This design comes from an exercise in tuning for small area and a short achievable clock period on the open sky130 flow, not from production work.
Function was checked by simulation only, so behaviour that the tests miss may differ from the original.
Power figures rest on the tool's default switching activity, not on a simulated workload.

// pe_array_top
module pe_array_top #(parameter NPE = 4)
                   (input logic clk,
                    input logic rst_n,
                    input logic rst_n_pe,
                    input logic [3:0] conv_num,
                    input logic partial_en_control,
                    input logic [NPE*16-1:0]data_readw_weight,
                    input logic [15:0]data_readi_input,
                    output logic [15:0]data_write_output,
                    output logic [16:0]addr_readi_input,
                    output logic [16:0]addr_readw_weight,
                    output logic [14:0]addr_write_output,
                    output logic [1:0]byteenable_readi_input,
                    output logic [NPE*2-1:0]byteenable_readw_weight,
		            output logic [1:0]byteenable_write_output,
                    input logic [16:0]addr_readi_control,
                    input logic [16:0]addr_readw_control,
                    input logic [14:0]addr_write_control,
                    input logic pool_en_control,
                    input logic relu_en_control,
                    input logic output_en_control,
		            input logic waitrequest_output,
		            input logic waitrequest_input,
		            input logic waitrequest_weight,
                    input logic en_write_control,
                    input logic en_readi_control,
                    input logic en_readw_control,
                    input logic readdatavalid_input,
                    input logic readdatavalid_weight,
                    output logic write_output,
                    output logic read_readw_weight,
                    output logic read_readi_input,
                    output logic chipselect_input,
                    output logic chipselect_weight,
                    output logic chipselect_output,
                    output logic readdatavalid_out_input,
                    output logic readdatavalid_out_weight
  ...
Size in the first run: ~5000 cells after synthesis, roughly 230 I/O pins.
==> flow/config.mk <==
export PLATFORM = sky130hd
export DESIGN_NAME = pe_array_top
export DESIGN_NICKNAME = pe_array_top
export VERILOG_FILES = /design/flow/design.v
export SDC_FILE = /design/flow/constraint.sdc
export NUM_CORES = 8
export LEC_CHECK = 0
export CAP_MARGIN = 20
export CORE_MARGIN = 2
export CORE_UTILIZATION = 55
export SLEW_MARGIN = 20
==> flow/constraint.sdc <==
create_clock -name core_clock -period 10.0 [get_ports {clk}]
set_input_delay 2.0000 -clock core_clock [delete_from_list [all_inputs] [get_ports {clk}]]
set_output_delay 2.0000 -clock core_clock [all_outputs]
set_load 0.01 [all_outputs]
standard.sh (not shown) runs the stock make flow with config.mk's settings and CLKGATE_MAP_FILE= SYNTH_SCRIPT=/design/flow/synth_recipe.tcl, a recipe that flattens the netlist after the stock synthesis.
==> flow/flow/run.sh <==
#!/bin/bash
# Standard synthesis unchanged, then the standard layout steps with other settings.
set -eo pipefail
bash standard.sh synth > synth.log 2>&1
bash standard.sh BUFFER_PORTS_ARGS="-buffer_cell sky130_fd_sc_hd__buf_1" SETUP_SLACK_MARGIN=5.85 CTS_ARGS="-sink_clustering_enable -repair_clock_nets -dont_use_dummy_load -buf_list sky130_fd_sc_hd__clkbuf_4 -sink_clustering_size 8 -sink_clustering_max_diameter 40" finish > layout.log 2>&1
==> next run, changes <==
==> flow/flow/run.sh (replaced) <==
#!/bin/bash
# Standard synthesis unchanged, then the standard layout steps with other settings.
set -eo pipefail
bash standard.sh synth > synth.log 2>&1
bash standard.sh BUFFER_PORTS_ARGS="-buffer_cell sky130_fd_sc_hd__buf_1" SETUP_SLACK_MARGIN=5.8 CTS_ARGS="-sink_clustering_enable -repair_clock_nets -dont_use_dummy_load -buf_list sky130_fd_sc_hd__clkbuf_4 -sink_clustering_size 8 -sink_clustering_max_diameter 40" finish > layout.log 2>&1
Settings changed: CORE_UTILIZATION 55 to 70.
After rerunning:
- The changed run completed with no timing, DRC or antenna violations
- power stays flat
- final area went down by 1.7%
- cell count went down by 5.3%
- sequential power barely changes
- first-iteration DRC count went down by 6.8%
- area after synthesis stays the same
- global-route usage went up by 6.8 points
- routed wire length went down by 4.7%
==> next run, changes <==
==> flow/flow/run.sh (replaced) <==
#!/bin/bash
# Standard synthesis unchanged, then the standard layout steps with other settings.
set -eo pipefail
bash standard.sh synth > synth.log 2>&1
bash standard.sh BUFFER_PORTS_ARGS="-buffer_cell sky130_fd_sc_hd__buf_1" SETUP_SLACK_MARGIN=5.8 CTS_ARGS="-sink_clustering_enable -repair_clock_nets -dont_use_dummy_load -buf_list sky130_fd_sc_hd__clkbuf_8 -sink_clustering_size 10 -sink_clustering_max_diameter 50" finish > layout.log 2>&1
Settings changed: CORE_UTILIZATION 70 to 55.
=> The changed run completed with no timing, DRC or antenna violations; final area rose by 1.9%; first-iteration DRC count rose by 3.4%; power rose by 3.2%.
==> next run, changes <==
==> flow/flow/run.sh (replaced) <==
#!/bin/bash
# Standard synthesis unchanged, then the standard layout steps with other settings.
set -eo pipefail
bash standard.sh synth > synth.log 2>&1
bash standard.sh BUFFER_PORTS_ARGS="-buffer_cell sky130_fd_sc_hd__buf_1" SETUP_SLACK_MARGIN=5.8 CTS_ARGS="-sink_clustering_enable -repair_clock_nets -dont_use_dummy_load -buf_list sky130_fd_sc_hd__clkbuf_2 -sink_clustering_size 5 -sink_clustering_max_diameter 30" finish > layout.log 2>&1
Outcome:
- The new run completed with no timing, DRC or antenna violations
- cell count grows by 1.5%
- die area stays the same
- critical path depth is unchanged
- core utilization decreases by 0.30 points
- worst setup slack barely changes
- final area came out lower by 0.51%
- first-iteration DRC count decreases by 1.7%
- clock-buffer cell count went up by 83
- power came out lower by 2.7%
- worst hold slack gets worse by 0.0086 ns
- maximum frequency barely changes
==> next run, changes <==
==> flow/flow/run.sh (replaced) <==
#!/bin/bash
# Standard synthesis unchanged, then the standard layout steps with other settings.
set -eo pipefail
bash standard.sh synth > synth.log 2>&1
bash standard.sh BUFFER_PORTS_ARGS="-buffer_cell sky130_fd_sc_hd__buf_1" SETUP_SLACK_MARGIN=5.8 CTS_ARGS="-sink_clustering_enable -repair_clock_nets -dont_use_dummy_load -buf_list sky130_fd_sc_hd__clkbuf_4 -sink_clustering_size 8 -sink_clustering_max_diameter 40" finish > layout.log 2>&1
Settings changed: ABC_AREA set to 1.
Routed wire length is higher by 4.0%; via count is higher by 4.0%; power is higher by 0.91%; global-route usage is higher by 1.4 points; clock power is higher by about 4%; worst setup slack degrades by 0.0035 ns; core utilization is lower by 0.23 points; final area is lower by 0.39%; sequential power is lower by about 2%.

* * *

## v6
Starting RTL as in the previous note.
clock: 10.0 ns
lec_check: 0
cap_margin: 20
core_margin: 2
core_utilization: 55
slew_margin: 20
==> flow/flow/run.sh <==
#!/bin/bash
# Standard synthesis unchanged, then the standard layout steps with other settings.
set -eo pipefail
bash standard.sh synth > synth.log 2>&1
bash standard.sh BUFFER_PORTS_ARGS="-buffer_cell sky130_fd_sc_hd__buf_1" SETUP_SLACK_MARGIN=5.8 CTS_ARGS="-sink_clustering_enable -repair_clock_nets -dont_use_dummy_load -buf_list sky130_fd_sc_hd__clkbuf_4 -sink_clustering_size 10 -sink_clustering_max_diameter 50" finish > layout.log 2>&1
v6 | stages: all done | timing, DRC, antenna: all pass
The inputs of v7 differ from those of v6 as listed below.
==> flow/flow/run.sh <==
#!/bin/bash
# Standard synthesis unchanged, then the standard layout steps with other settings.
set -eo pipefail
bash standard.sh synth > synth.log 2>&1
bash standard.sh BUFFER_PORTS_ARGS="-buffer_cell sky130_fd_sc_hd__buf_1" SETUP_SLACK_MARGIN=5.8 CTS_ARGS="-sink_clustering_enable -repair_clock_nets -dont_use_dummy_load -buf_list sky130_fd_sc_hd__clkbuf_4 -sink_clustering_size 8 -sink_clustering_max_diameter 40" finish > layout.log 2>&1
==> results.txt <==
- v7 has completed all stages; timing, DRC and antenna checks passed.
- Going from v6 to v7, share of total power in combinational logic shrinks by 0.6 points.
- The clock period minus final worst setup slack on v7 is in line with that on v6.
- | sequential share of power | v7 vs v6 | 0.4 points lower |
- v6 consumes less power than v7.
- v7 ended with less worst-case hold slack than v6.
- Compared with v6, v7 ends up with more cell area.

==> static timing again, ports no longer ideal <==
No port has a modelled driver above. Below, the same layouts with a new extraction and two added sets of constraints.
Step 1, drivers: a clkbuf_16 drives clk and a buf_2 each remaining input, both assumed.
Step 2, shift: input delay + t, output delay - t, t = (earliest + latest rising clock arrival at the registers) / 2. This alone moves slack from input paths to output paths.
a / b / c = no drivers / after step 1 / after step 2; a / b = the first two.
run | t, ns | setup slack, ns | worst hold slack (ns) | worst data-port slew with drivers (ns) | pins driven straight from the clock port
the first run of note 1 | 1.053 | 5.792 / 5.766 / 5.508 | 0.451 / 0.452 / 0.452 | 0.10 | 1
the second run of note 1 | 0.944 | 5.779 / 5.756 / 5.756 | 0.447 / 0.447 / 0.447 | 0.08 | 1
the third run of note 1 | 0.807 | 5.799 / 5.766 / 5.611 | 0.446 / 0.446 / 0.446 | 0.09 | 1
the fourth run of note 1 | 1.481 | 5.799 / 5.766 / 5.595 | 0.437 / 0.437 / 0.437 | 0.09 | 1
the fifth run of note 1 | 1.074 | 5.796 / 5.764 / 5.764 | 0.449 / 0.449 / 0.449 | 0.06 | 1
v6 | 1.036 | 5.799 / 5.766 / 5.571 | 0.453 / 0.453 / 0.453 | 0.09 | 1
v7 | 1.023 | 5.799 / 5.766 / 5.597 | 0.447 / 0.447 / 0.447 | 0.09 | 1
After both steps setup and hold are still met in every run listed. For the first run of note 1, which loses most, drivers alone change the setup slack by -0.026 ns; drivers and shift together by -0.284 ns.
